From an optimization exercise on the open Yosys and OpenROAD flow, aimed at small area, a short achievable clock period and few clock cycles; shortcuts taken in it are not production practice.
Where RTL was checked, it was by simulation tests only, not by an equivalence proof against the original.
No activity file was given, so power comes from the tool's default toggle rates.

==> flow/design.v <==
module processing_element (clock, r, s1, s2, s1s2_mux, new_dist, lo, hi, c, ovf, r_pipe);
  input clock;
  input [7:0] r;          
  input [7:0] s1, s2;     
  input s1s2_mux;         
  input new_dist;         
  output reg [3:0] lo, hi;
  output reg c, ovf;
  output reg [7:0] r_pipe;
  reg [7:0] dq;
  reg b;
  wire [8:0] d = {1'b0, r_pipe} - {1'b0, s1s2_mux ? s1 : s2};
  always @(posedge clock) begin
    r_pipe <= r;
    dq <= d[7:0];
    b <= d[8];
  end
  wire [7:0] x = dq ^ {8{b}};
  wire [3:0] al = lo & {4{~new_dist}};
  wire [3:0] ah = hi & {4{~new_dist}};
  wire [4:0] cl, ch;
  wire [3:0] sl, sh;
  assign cl[0] = b;
  assign ch[0] = c & ~new_dist;
  genvar k;
  generate
    for (k = 0; k < 4; k = k + 1) begin : fa
      assign sl[k] = al[k] ^ x[k] ^ cl[k];
      assign cl[k+1] = (al[k] & x[k]) | (al[k] & cl[k]) | (x[k] & cl[k]);
      assign sh[k] = ah[k] ^ x[k+4] ^ ch[k];
      assign ch[k+1] = (ah[k] & x[k+4]) | (ah[k] & ch[k]) | (x[k+4] & ch[k]);
    end
  endgenerate
  always @(posedge clock) begin
    lo <= sl;
    hi <= sh;
    c <= cl[4];
    ovf <= (ovf & ~new_dist) | ch[4];
  end
endmodule
module controller (clock, reset, start, n, address_s1, address_s2, done, idle);
  input clock, reset, start;
  output reg [12:0] n;
  output reg [9:0] address_s1, address_s2;
  output reg done;       
  output reg idle;              
  function [9:0] rowstart(input [3:0] k);
    case (k)
      4'd0: rowstart = 10'd31;
      4'd1: rowstart = 10'd62;
      4'd2: rowstart = 10'd93;
      4'd3: rowstart = 10'd124;
      4'd4: rowstart = 10'd155;
      4'd5: rowstart = 10'd186;
      4'd6: rowstart = 10'd217;
      4'd7: rowstart = 10'd248;
      4'd8: rowstart = 10'd279;
      4'd9: rowstart = 10'd310;
      4'd10: rowstart = 10'd341;
      4'd11: rowstart = 10'd372;
      4'd12: rowstart = 10'd403;
      4'd13: rowstart = 10'd434;
      4'd14: rowstart = 10'd465;
      4'd15: rowstart = 10'd496;
    endcase
  endfunction
  function [9:0] rowstart2(input [3:0] k);
    case (k)
      4'd0: rowstart2 = 10'd16;
      4'd1: rowstart2 = 10'd47;
      4'd2: rowstart2 = 10'd78;
      4'd3: rowstart2 = 10'd109;
      4'd4: rowstart2 = 10'd140;
      4'd5: rowstart2 = 10'd171;
      4'd6: rowstart2 = 10'd202;
      4'd7: rowstart2 = 10'd233;
      4'd8: rowstart2 = 10'd264;
      4'd9: rowstart2 = 10'd295;
      4'd10: rowstart2 = 10'd326;
      4'd11: rowstart2 = 10'd357;
      4'd12: rowstart2 = 10'd388;
      4'd13: rowstart2 = 10'd419;
      4'd14: rowstart2 = 10'd450;
      4'd15: rowstart2 = 10'd481;
    endcase
  endfunction
  wire last = n[12] & n[4] & n[1];     
  wire c15 = &n[3:0];
  wire w1 = c15 & (&n[7:4]);           
  wire w2 = c15 & (n[7:4] == 4'd0);    
  wire [9:0] step1 = {address_s1[9:4] + (c15 | (&address_s1[3:0])),
                      address_s1[3:0] + {3'd0, ~c15}};
  wire [9:0] step2 = {address_s2[9:4] + (c15 | (&address_s2[3:0])),
                      address_s2[3:0] + {3'd0, ~c15}};
  always @(posedge clock) begin
    if (reset) begin
      done <= 1'b1;
      idle <= 1'b1;
    end else begin
      done <= idle ? start : last;
      idle <= done ? start : last;
    end
    if (idle) begin
      n <= 13'd0;
      address_s1 <= 10'd0;
    end else begin
      n <= n + 1'b1;
      address_s1 <= w1 ? rowstart(n[11:8]) : step1;
    end
    address_s2 <= w2 ? rowstart2(n[11:8]) : step2;
  end
endmodule
module comparator (clock, done, start, n, pick, pe_lo, pe_hi, pe_c, pe_ovf,
  best_dist, motion_x, motion_y);
  input clock, done, start;
  input [12:0] n;
  input [15:0] pick;         
  input [63:0] pe_lo, pe_hi;
  input [15:0] pe_c, pe_ovf;
  output reg [7:0] best_dist;
  output reg [3:0] motion_x, motion_y;
  reg [3:0] cl, ch;
  reg cc, co, cval;
  reg [3:0] vl, vh;
  reg vc, vo;
  integer k;
  always @(*) begin
    vl = 4'd0;
    vh = 4'd0;
    vc = 1'b0;
    vo = 1'b0;
    for (k = 0; k < 16; k = k + 1) begin
      vl = vl | (pe_lo[k*4 +: 4] & {4{pick[k]}});
      vh = vh | (pe_hi[k*4 +: 4] & {4{pick[k]}});
      vc = vc | (pe_c[k] & pick[k]);
      vo = vo | (pe_ovf[k] & pick[k]);
    end
  end
  wire ready = (|pick) & (n[12:8] != 5'd0);
  wire [4:0] h = {1'b0, ch} + {4'd0, cc};
  wire [7:0] sad = {h[3:0], cl};
  always @(posedge clock) begin
    cl <= vl;
    ch <= vh;
    cc <= vc;
    cval <= ready & ~vo;
    if (done) begin
      if (!start) best_dist <= 8'hFF;
    end else if (cval && !h[4] && (sad < best_dist)) begin
      best_dist <= sad;
      motion_x <= n[3:0] + 4'd5;     
      motion_y <= n[11:8] + 4'd7;    
    end
  end
endmodule
module top_module (clock, reset, start, r, s1, s2, address_r, address_s1, address_s2,
   best_dist, motion_x, motion_y, done);
input clock, reset, start;
input [7:0] r;
input [7:0] s1, s2;
output [7:0] best_dist, address_r;
output [3:0] motion_x, motion_y;
output [9:0] address_s1, address_s2;
output done;
wire [12:0] n;
wire idle;
wire [63:0] pe_lo, pe_hi;
wire [15:0] pe_c, pe_ovf;
wire [135:0] rp;
reg [7:0] s1q, s2q;
reg [15:0] therm;      
reg [15:0] pick;       
always @(posedge clock) begin
  s1q <= s1;
  s2q <= s2;
  pick <= {pick[14:0], (n[7:0] == 8'd1)};
  if (idle) therm <= 16'hFFFF;
  else if (therm[15]) therm <= 16'h0001;
  else therm <= {therm[14:0], 1'b1};
end
assign address_r = n[7:0];
assign rp[7:0] = r;
controller ctl (.clock(clock), .reset(reset), .start(start), .n(n),
  .address_s1(address_s1), .address_s2(address_s2), .done(done), .idle(idle));
comparator cmp (.clock(clock), .done(idle), .start(start), .n(n), .pick(pick),
  .pe_lo(pe_lo), .pe_hi(pe_hi), .pe_c(pe_c), .pe_ovf(pe_ovf), .best_dist(best_dist), .motion_x(motion_x),
  .motion_y(motion_y));
genvar g;
generate
  for (g = 0; g < 16; g = g + 1) begin : pe
    processing_element u (.clock(clock), .r(rp[g*8 +: 8]), .s1(s1q), .s2(s2q),
      .s1s2_mux(therm[g]), .new_dist(pick[g]),
      .lo(pe_lo[g*4 +: 4]), .hi(pe_hi[g*4 +: 4]), .c(pe_c[g]), .ovf(pe_ovf[g]), .r_pipe(rp[g*8+8 +: 8]));
  end
endgenerate
endmodule
==> flow/config.mk <==
export PLATFORM = sky130hd
export DESIGN_NAME = top_module
export DESIGN_NICKNAME = top_module
export VERILOG_FILES = /design/flow/design.v
export SDC_FILE = /design/flow/constraint.sdc
export NUM_CORES = 4
export LEC_CHECK = 0
export CAP_MARGIN = 20
export CORE_MARGIN = 2
export CORE_UTILIZATION = 35
export CTS_BUF_LIST = sky130_fd_sc_hd__clkbuf_16
export CTS_CLUSTER_DIAMETER = 100
export CTS_CLUSTER_SIZE = 24
export PLACE_DENSITY = 0.55
export SETUP_SLACK_MARGIN = 4.45
export SLEW_MARGIN = 20
==> flow/constraint.sdc <==
create_clock -name core_clock -period 7.0 [get_ports {clock}]
set_input_delay 1.4000 -clock core_clock [delete_from_list [all_inputs] [get_ports {clock}]]
set_output_delay 1.4000 -clock core_clock [all_outputs]
set_load 0.01 [all_outputs]
run.sh (not shown) runs the stock make flow with config.mk's settings and CLKGATE_MAP_FILE= SYNTH_SCRIPT=/design/flow/synth_recipe.tcl, a recipe that flattens the netlist after the stock synthesis.
Edit:
--- a/flow/design.v
+++ b/flow/design.v
@@ -136,24 +136,28 @@
       vo = vo | (pe_ovf[k] & pick[k]);
     end
   end
   wire ready = (|pick) & (n[12:8] != 5'd0);
   wire [4:0] h = {1'b0, ch} + {4'd0, cc};
   wire [7:0] sad = {h[3:0], cl};
+  reg [7:0] bd;
+  reg [3:0] mx, my;
+  wire upd = ~done & cval & ~h[4] & (sad < bd);
+  wire [3:0] mxn = n[3:0] + 4'd5;     
+  wire [3:0] myn = n[11:8] + 4'd7;    
   always @(posedge clock) begin
     cl <= vl;
     ch <= vh;
     cc <= vc;
     cval <= ready & ~vo;
-    if (done) begin
-      if (!start) best_dist <= 8'hFF;
-    end else if (cval && !h[4] && (sad < best_dist)) begin
-      best_dist <= sad;
-      motion_x <= n[3:0] + 4'd5;     
-      motion_y <= n[11:8] + 4'd7;    
-    end
+    best_dist <= done ? (start ? bd : 8'hFF) : (upd ? sad : bd);
+    bd <= done ? (start ? best_dist : 8'hFF) : (upd ? sad : best_dist);
+    motion_x <= upd ? mxn : mx;
+    mx <= upd ? mxn : motion_x;
+    motion_y <= upd ? myn : my;
+    my <= upd ? myn : motion_y;
   end
 endmodule
 module top_module (clock, reset, start, r, s1, s2, address_r, address_s1, address_s2,
    best_dist, motion_x, motion_y, done);
 input clock, reset, start;
 input [7:0] r;
Cell area grows slightly.
Combinational power shrinks by a few percent.
Cell count grows slightly.
Maximum frequency grows by a few percent.
Global-route usage shrinks by 0.44 points.
Routed wire length barely changes.
Synthesized cell count grows by a few percent.
Via count grows by a few percent.
Testbench counts after the change, summed over its fixed seeds: cycles 131,712.
The RTL of the first run of this note was laid out without a check of its function.

* * *

== old ==
Another version of the RTL of top_module (not shown whole).
For scale: about 2700 cells after synthesis, ~510 flip-flops, ~72 I/O pins, about 26000 sq um of cells after synthesis.
==> module processing_element, before the edit <==
module processing_element (clock, r, s1, s2, s1s2_mux, new_dist, accumulate, ovf, r_pipe);
  input clock;
  input [7:0] r;          
  input [7:0] s1, s2;     
  input s1s2_mux;         
  input new_dist;         
  output reg [7:0] accumulate;
  output reg ovf;
  output reg [7:0] r_pipe;
  reg [8:0] d;
  always @(posedge clock) begin
    r_pipe <= r;
    d <= {1'b0, r_pipe} - {1'b0, s1s2_mux ? s1 : s2};
  end
  wire b = d[8];
  wire [7:0] x = d[7:0] ^ {8{b}};             
  wire [7:0] a = new_dist ? 8'd0 : accumulate;
  wire [8:0] sum = {1'b0, a} + {1'b0, x} + {8'd0, b};
  always @(posedge clock) begin
    accumulate <= sum[7:0];
    ovf <= (ovf & ~new_dist) | sum[8];
  end
endmodule
clock: 7.0 ns
lec_check: 0
cap_margin: 20
core_margin: 2
core_utilization: 35
place_density: 0.55
slew_margin: 20
Input changes introduced in new (baseline for comparison: old):
diff --git a/flow/design.v b/flow/design.v
--- a/flow/design.v
+++ b/flow/design.v
@@ -6,20 +6,34 @@
   input new_dist;         
   output reg [7:0] accumulate;
   output reg ovf;
   output reg [7:0] r_pipe;
-  reg [8:0] d;
+  reg [7:0] d;
+  reg b;
+  wire [7:0] sn = s1s2_mux ? ~s1 : ~s2;
+  wire [8:0] c1;
+  wire [7:0] d1;
+  assign c1[0] = 1'b1;
+  wire [7:0] x = d ^ {8{b}};
+  wire [7:0] a = accumulate & {8{~new_dist}};
+  wire [8:0] c2;
+  wire [7:0] s;
+  assign c2[0] = b;
+  genvar k;
+  generate
+    for (k = 0; k < 8; k = k + 1) begin : fa
+      assign d1[k] = r_pipe[k] ^ sn[k] ^ c1[k];
+      assign c1[k+1] = (r_pipe[k] & sn[k]) | (r_pipe[k] & c1[k]) | (sn[k] & c1[k]);
+      assign s[k] = a[k] ^ x[k] ^ c2[k];
+      assign c2[k+1] = (a[k] & x[k]) | (a[k] & c2[k]) | (x[k] & c2[k]);
+    end
+  endgenerate
   always @(posedge clock) begin
     r_pipe <= r;
-    d <= {1'b0, r_pipe} - {1'b0, s1s2_mux ? s1 : s2};
-  end
-  wire b = d[8];
-  wire [7:0] x = d[7:0] ^ {8{b}};             
-  wire [7:0] a = new_dist ? 8'd0 : accumulate;
-  wire [8:0] sum = {1'b0, a} + {1'b0, x} + {8'd0, b};
-  always @(posedge clock) begin
-    accumulate <= sum[7:0];
-    ovf <= (ovf & ~new_dist) | sum[8];
+    d <= d1;
+    b <= ~c1[8];
+    accumulate <= s;
+    ovf <= (ovf & ~new_dist) | c2[8];
   end
 endmodule
 module controller (clock, reset, start, n, address_s1, address_s2, done);
   input clock, reset, start;
### Flow results
Uppermost metal layer occupied by signal nets: met5 -> new, met4 -> old. From old to new the numbers moved as follows: global routing met3 resource utilization increased 0.43 points, relative contribution of sequential cells to total power now sits higher. Number of rows in the core area for new: 6 down relative to old. Looking only at sequential share of cell area, and setting everything else aside, the lower value of new and old goes to old. In new the multi-input combinational gate total turned out 838 lower than in old. Between old and new, die area decreased. Cell count: new lower than old. Summary of new over old: cell area shows a reduction of 11%; cell-internal power shows a reduction of 1.3 mW; via count shows a reduction of 28%. old reports its leading power group as combinational cells while new reports registers. old reports its critical path endpoint as pe[3].u.ovf while new reports pe[0].u.accumulate[7].
No run of this note included a check of the RTL's function; only the layout flow was run.

## re-timing with driven ports
How much do the figures lean on ideal ports? The routed layouts below were timed once more, with nothing changed but the port constraints. Step 1: set_driving_cell puts a clkbuf_16 on clock and a buf_2 on each other input, an assumption about the parent block. Step 2 times the ports against the registers' clock, not the clock port: input delays grow and output delays shrink by t, the midpoint of the rising clock arrivals with the driver on. Slacks: ideal / step 1 / step 2; pairs: ideal / step 1.
run | shift t [ns] | setup WS [ns] | worst setup path at the end | worst slew at a driven data input, ns
the first run of note 1 | 0.671 | 4.378 / 4.317 / 4.382 | input to register | 0.04
the second run of note 1 | 0.661 | 4.491 / 4.442 / 4.342 | input to register | 0.04
old | 0.671 | 2.677 / 2.677 / 2.677 | register to register | 0.04
new | 0.665 | 1.752 / 1.752 / 1.752 | register to register | 0.04
After both steps setup and hold are still met in every run listed. The setup slack of the second run of note 1, which loses most, moves by -0.049 ns with the drivers and by -0.149 ns with both steps.
